This is an optimization exercise on Yosys and OpenROAD, whose aim is small area, not a production implementation.
The RTL was checked by simulation tests, not by an equivalence proof against the original design.
Power figures rest on the tool's default switching activity, not on a simulated workload.

==> inputs of exp/harbor <==
// tw_dense_head
module tw_dense_head
#(
  parameter BW = 16
) (
input clk,
input rst,
input vld_in,
input [BW-1:0] data_in,
output vld_out,
output [3:0][BW-1:0] data_out
);
localparam D2_CYC = 128;
localparam D2_CH = 32;
localparam D2_BW_W = 2;
localparam D2_SHIFT = 0;
localparam BND2_CH = 32;
localparam BND2_BW_A = 7;
localparam BND2_BW_B = 16;
localparam BND2_RSHIFT = 8;
localparam BND2_MAXVAL = -1;
localparam D3_CYC = 32;
localparam D3_CH = 4;
localparam D3_BW_W = 16;
localparam D3_SHIFT = 6;
localparam [BND2_CH*BND2_BW_A-1:0] BND2_A = 224'h30cd09e52a509d5480e1a3a750a242bd89a4ab0f9c3694f963ab94a8;
localparam [BND2_CH*BND2_BW_B-1:0] BND2_B = 512'hd56bfe79f04f01110134ef2ff224229f36490923e75d2f5af0a8f0ba06fa3766240f2359260e16712620f8a34966071e1fd01d18d7b5de8631690e1139a501fd;
localparam [D2_CYC*D2_CH*D2_BW_W-1:0] D2_W = {
  64'hd7ff0031fc01737c,
  64'h50dfc71cc5f70033,
  64'h407f544433451cdf,
  64'hc5041771030355d4,
  64'h5d30cc3570d55c05,
  64'h07401fcd0c3d0431,
  64'h4531510150d4f7c3,
  64'h733f3fd141c4705d,
  64'hd0c10c74570170cc,
  64'h7c40f5dd1f73f57f,
  64'h41141773d3cf0444,
  64'h0107c33ff4c3dffc,
  64'hc354cdd04d7d17f5,
  64'h7531703301fcc443,
  64'h7dd3df37c0f71cd3,
  64'hff533ffcccf103f5,
  64'hc7c41d34cddcf74c,
  64'h141c55df0cdcc455,
  64'h55d33f4d5c0f11d5,
  64'h0d4701d45f45c1ff,
  64'h03014c53477007f4,
  64'hc55f7ff534f05503,
  64'h4f1cc74c40047d04,
  64'h70f7f3150fd01400,
  64'h0143c7d4045770c4,
  64'h05f0c403177f0f75,
  64'h5070cdc0cfd3c0d4,
  64'hdd11737d1f07dff0,
  64'h51d4f3303dff013f,
  64'h0543c4ddf50d3373,
  64'hff315c15071731d3,
  64'h44454131107c7c0f,
  64'h0c4137c1f01ff5d1,
  64'hf0331044010d3c5c,
  64'h431fdf43c13cf531,
  64'h531357c45cfc0d11,
  64'h45d73047751dc55f,
  64'h04c15d5f30ccd543,
  64'h1f00f01100d405d3,
  64'h0500437f74300c01,
  64'h0540075fd0dd7335,
  64'h3344f374c05131c5,
  64'h01fd71dffc1777c3,
  ...
make LEC_CHECK=0 CAP_MARGIN=20 CORE_MARGIN=2 CORE_UTILIZATION=45 SLEW_MARGIN=20 finish   # period 10.0 ns
run.sh (not shown) runs the stock make flow with config.mk's settings and CLKGATE_MAP_FILE= SYNTH_SCRIPT=/design/flow/synth_recipe.tcl, a recipe that flattens the netlist after the stock synthesis.
==> exp/ember (differences from exp/harbor) <==
--- a/flow/design.v
+++ b/flow/design.v
@@ -497,16 +497,22 @@
       for ( q = 0; q < 32; q++ ) begin
          c = unit_of( q );
          for ( k = 0; k < 4; k++ ) begin
             w = $signed( D3_W[( c*D3_CH + k )*D3_BW_W +: D3_BW_W] );
             mk_w3[( q*4 + k )*6 +: 6] = ( w < 0 ) ? { 1'b1, 5'(-w) } : { 1'b0, 5'(w) };
          end
       end
    endfunction
+   function automatic [15:0] nneg( input integer u );
+      integer c;
+      nneg = 0;
+      for ( c = 0; c < D2_CYC; c++ )
+         if ( D2_W[( c*D2_CH + u )*D2_BW_W +: D2_BW_W] == 2'b11 ) nneg = nneg + 1;
+   endfunction
    localparam [32*6-1:0]  TA  = mk_a();
    localparam [32*22-1:0] TBP = mk_bp();
    localparam [128*6-1:0] TW3 = mk_w3();
    reg [6:0]  cnt;
    reg [15:0] xr;
    reg [D2_CH*D2_BW_W-1:0] wrow;
    reg        vr;
    reg        start;    
@@ -521,29 +527,30 @@
       start <= ( cnt == 0 );
       last <= ( cnt == D2_CYC - 1 );
       done <= ~rst & vr & last;
    end
    reg [15:0] acc [0:D2_CH-1];
    genvar i;
    generate
       for ( i = 0; i < D2_CH; i++ ) begin : g_acc
-         wire        wp = wrow[2*i] & ~wrow[2*i+1];
-         wire        wn = wrow[2*i+1];
-         wire [15:0] op = ( {16{wp}} & xr ) | ( {16{wn}} & ~xr );
-         wire [15:0] a = start ? 16'd0 : acc[i];
+         localparam [15:0] NNEG = nneg( i );
+         wire        cp = ~( wrow[2*i] & wrow[2*i+1] );    
+         wire        cn = ~( wrow[2*i] & ~wrow[2*i+1] );   
+         wire [15:0] op = ~( ( {16{cp}} | xr ) & ( {16{cn}} | ~xr ) );
+         wire [15:0] a = start ? NNEG : acc[i];
          wire [15:0] sum;
-         rca #( .W( 16 ) ) add ( .a( a ), .b( op ), .ci( wn ), .s( sum ) );
+         rca #( .W( 16 ) ) add ( .a( a ), .b( op ), .ci( 1'b0 ), .s( sum ) );
          always @( posedge clk ) acc[i] <= sum;
       end
    endgenerate
    reg [15:0] snap [0:D2_CH-1];
    generate
       for ( i = 0; i < D2_CH; i++ ) begin : g_snap
-         always @( posedge clk ) snap[i] <= done ? acc[i] : snap[(i+1)%D2_CH];
+         always @( posedge clk ) snap[i] <= done ? ~acc[i] : ~snap[(i+1)%D2_CH];
       end
    endgenerate
    reg [6:0] bm;
    reg       busy;
    always @( posedge clk ) begin
       if ( rst ) begin
          busy <= 0;
          bm <= 0;
@@ -563,17 +570,17 @@
    always @* begin
       case ( g )
         2'd0: begin h0 = snap[1]; h1 = snap[0]; end
         2'd1: begin h0 = snap[2]; h1 = snap[1]; end
         2'd2: begin h0 = snap[3]; h1 = snap[2]; end
         default: begin h0 = snap[4]; h1 = snap[3]; end
       endcase
    end
-   wire [7:0]  hsel = bm[0] ? ( h1[15:8] ^ 8'h80 ) : h0[7:0];
+   wire [7:0]  hsel = bm[0] ? ( h1[15:8] ^ 8'h80 ) : ~h0[7:0];
    wire [5:0]  a_q  = TA[q*6 +: 6];
    wire [21:0] bp_q = TBP[q*22 +: 22];
    wire [13:0] k_q  = bm[0] ? bp_q[21:8] : { 6'd0, bp_q[7:0] };
    reg  [5:0]  vv;
    wire [13:0] vg   = bm[0] ? { 8'd0, vv } : 14'd0;
    wire [13:0] t8;
    csa_sum #( .N( 8 ), .W( 14 ) ) amul (
       .ops( { { 6'd0, {8{a_q[0]}} & hsel      },
ABC_AREA = 1   (was default)
CTS_BUF_LIST = sky130_fd_sc_hd__clkbuf_8   (was default)
==> results.txt <==
* finished clean — result of the run
* 0.326 ns — Hold WS
* 6.05 mW — switching component of the power
* 5.45 — via count normalized by instance count
* 73100 um2 — Non-Filler Cell Area, Final
* 19.2% — post-synthesis share of cell area spent on full adders, half adders and majority gates
* sky130_fd_sc_hd__nand2_1 — cell with the most instances after synthesis
* 233 nW/um2 — P per Cell Area
* 139 — pin count of the biggest net entering global routing
That was exp/ember.
==> results.txt <==
* finished clean — result of the run
* adder cells — Crit path max-delay family
* sky130_fd_sc_hd__dfxtp_1 — cell with the most instances after synthesis
* 402 um — height of the die
* 0.324 ns — Hold WS
* 5.25 mW — switching component of the power
* 1.35 ns — slew at the pin closest to its max-slew limit
* 210 nW/um2 — P per Cell Area
* 5.74 — via count normalized by instance count
* 73300 um2 — Area after DPL
* bm[3]$_SDFF_PP0_ — CP startpoint
* 18.5% — post-synthesis share of cell area spent on full adders, half adders and majority gates
* 0 — max capacitance violation total
* 274 — Buffers excl. clock
That was exp/harbor.

## separate check: timing with driven ports
The results above use ideal ports. As a check the final layouts listed here were re-extracted and re-timed, cells and wires unchanged. Step 1, drivers: a clkbuf_16 drives clk and a buf_2 each remaining input, both assumed. Step 2 times the ports against the registers' clock, not the clock port: input delays grow and output delays shrink by t, the midpoint of the rising clock arrivals with the driver on. a / b / c = ideal ports / drivers / drivers and shift; a / b = the first two.
| run | t, ns | setup WS [ns] | hold slack, ns | worst setup path at the end | worst data-port slew with drivers (ns) |
|---|---|---|---|---|---|
| exp/harbor | 0.851 | 0.974 / 0.974 / 0.974 | 0.324 / 0.324 / 0.324 | register to register | 0.07 |
| exp/ember | 0.990 | 0.894 / 0.894 / 0.894 | 0.326 / 0.326 / 0.326 | register to register | 0.07 |
After both steps setup and hold are still met in every run listed.
